This design comes from an exercise in tuning for small area and a short achievable clock period on the open sky130 flow, not from production work.
The RTL was checked by simulation tests, not by an equivalence proof against the original design.
Power figures rest on the tool's default switching activity, not on a simulated workload.

==> flow/design.v (excerpt) <==
module ALU(
    input  [13:0] instruction,
    input  wire [19:0] A, B,
    input  cin, clk, rst,
    output reg [19:0] result,
    output wire [19:0] SX_flags,
    output wire reset,
    output reg carry_out,
    output wire halfword,
    output reg inc
);
clock: 6.0 ns
lec_check: 0
cap_margin: 20
core_margin: 2
core_utilization: 40
setup_slack_margin: 2.5
slew_margin: 20
tns_end_percent: 5
standard.sh (not shown) runs the stock make flow with config.mk's settings and CLKGATE_MAP_FILE= SYNTH_SCRIPT=/design/flow/synth_recipe.tcl, a recipe that flattens the netlist after the stock synthesis.
==> flow/flow/run.sh <==
#!/bin/bash
# Layout: the standard flow (standard.sh) with
#  - its own synthesis script (flow/my_synth.tcl: same as synth_recipe.tcl, but
#    ABC maps with flow/abc.script, a delay-targeted mapping, and no full/half
#    adder cells are extracted),
#  - small port buffers (buf_1) instead of the default delay-cell buffers,
#    resized after global placement for the load each input port drives
#    (flow/post_gpl.tcl); every input and output port keeps its own buffer,
#  - one tie cell for the constant outputs.
set -uo pipefail
HERE=$(pwd)
bash standard.sh SYNTH_SCRIPT=$HERE/flow/my_synth.tcl ADDER_MAP_FILE= \
  "BUFFER_PORTS_ARGS=-buffer_cell sky130_fd_sc_hd__buf_1" \
  POST_GLOBAL_PLACE_TCL=$HERE/flow/post_gpl.tcl \
  SKIP_REPAIR_TIE_FANOUT=1 finish > flow_standard.log 2>&1
==> flow/flow/abc.script <==
strash
dch -f
map -D 1500 -B 0.5
topo
buffer -c
upsize -D 1500
dnsize -D 1500
==> flow/flow/my_synth.tcl <==
# The standard flow's synthesis script (synth_recipe.tcl), except that ABC maps with
# abc.script beside this file (delay-targeted mapping) instead of ORFS's
# speed script. Registers are mapped exactly as in the standard synthesis.
set ::my_flow_dir [file dirname [file normalize [info script]]]
proc synth {args} { yosys synth -nofsm -noshare {*}$args }
proc abc {args} {
  set out {}
  set skip 0
  foreach a $args {
    if {$skip} { set skip 0; continue }
    if {$a eq "-script" || $a eq "-D"} { set skip 1; continue }
    lappend out $a
  }
  lappend out -script [file join $::my_flow_dir abc.script]
  puts "abc with [file join $::my_flow_dir abc.script]"
  yosys abc {*}$out
}
source $::env(SCRIPTS_DIR)/synth.tcl
# left out here: clear keep_hierarchy, flatten, clean up, hide names made inside functions, write 1_2_yosys.v
==> flow/flow/post_gpl.tcl <==
# Size each input port's buffer for the load it drives (buffer_ports puts the
# same small buffer on every port). Every port keeps exactly one buffer.
foreach inst [get_cells input*] {
  set master [get_property $inst ref_name]
  if {![string match "sky130_fd_sc_hd__buf_*" $master]} continue
  set net [get_nets -of_objects [get_pins [get_full_name $inst]/X]]
  set fo [llength [get_pins -of_objects $net -filter "direction == input"]]
  if {$fo >= 10} {
    set cell sky130_fd_sc_hd__buf_4
  } elseif {$fo >= 5} {
    set cell sky130_fd_sc_hd__buf_2
  } else {
    continue
  }
  puts "port buffer [get_full_name $inst]: fanout $fo, $master -> $cell"
  replace_cell [get_full_name $inst] $cell
}
The first run produced a clean layout.
Next try:
--- a/flow/config.mk
+++ b/flow/config.mk
@@ -10,4 +10,4 @@
 export CORE_UTILIZATION = 40
-export SETUP_SLACK_MARGIN = 2.5
+export SETUP_SLACK_MARGIN = 2.7
 export SLEW_MARGIN = 20
-export TNS_END_PERCENT = 5
+export TNS_END_PERCENT = 20
The new run ran to the end with no violations.
Utilization increases by 3.0 points.
Sequential power hardly moves.
Worst setup slack gains 130 ps.
Non-clock buffer count increases by 21.
Hold slack gains 9.9 ps.
Critical path depth increases by 2.
Clock skew barely changes.
Next try:
--- a/flow/config.mk
+++ b/flow/config.mk
@@ -10,3 +10,3 @@
 export CORE_UTILIZATION = 40
-export SETUP_SLACK_MARGIN = 2.7
+export SETUP_SLACK_MARGIN = 2.4
 export SLEW_MARGIN = 20
Result: Die area stays the same; design area falls by about 9%; power falls by 6.8%; combinational power falls by about 11%; sequential share of layout area rises by 0.94 points; count of clock-buffer cells in the layout is unchanged; global-route usage falls by 1.7 points; via count falls by about 3.5%; area after synthesis is unchanged; utilization falls by 4.4 points.
Next try:
--- a/flow/config.mk
+++ b/flow/config.mk
@@ -10,3 +10,3 @@
 export CORE_UTILIZATION = 40
-export SETUP_SLACK_MARGIN = 2.4
+export SETUP_SLACK_MARGIN = 2.5
 export SLEW_MARGIN = 20
After rerunning:
- die area is unchanged
- register-to-register slack barely changes
- clock skew hardly moves
- clock-buffer cell count stays the same
- cell count rose slightly
Next try:
--- a/flow/config.mk
+++ b/flow/config.mk
@@ -10,2 +10,3 @@
 export CORE_UTILIZATION = 40
+export CTS_BUF_LIST = sky130_fd_sc_hd__clkbuf_8
 export SETUP_SLACK_MARGIN = 2.5
Power is lower by 4.9%.
Register-to-register slack barely changes.
Critical path depth increases by 4.
Maximum frequency grows by 0.57%.
Via count drops by 0.32%.
Clock-buffer cell count stays the same.
Non-clock buffer count is higher by 9.

==> static timing again, ports no longer ideal <==
Ports are ideal in the flow. The routed layouts listed here were re-timed in OpenROAD.
Step 1: set_driving_cell puts a clkbuf_16 on clk and a buf_2 on each other input, an assumption about the parent block.
Step 2, shift: input delay + t, output delay - t, t = (earliest + latest rising clock arrival at the registers) / 2. This alone moves slack from input paths to output paths.
a / b / c = ideal / step 1 / step 2; a / b = the first two.
run | t (ns) | slack for setup (ns) | slew at the worst register clock pin (ns)
the first run | 0.307 | 2.552 / 2.544 / 2.236 | 0.07 / 0.07
the second run | 0.312 | 2.683 / 2.656 / 2.344 | 0.08 / 0.08
the third run | 0.308 | 2.478 / 2.479 / 2.171 | 0.07 / 0.07
the fourth run | 0.307 | 2.543 / 2.555 / 2.248 | 0.07 / 0.07
the fifth run | 0.324 | 2.562 / 2.550 / 2.226 | 0.11 / 0.11
After both steps setup and hold are still met in every run listed. The setup slack of the second run, which loses most, moves by -0.027 ns with the drivers and by -0.339 ns with both steps.
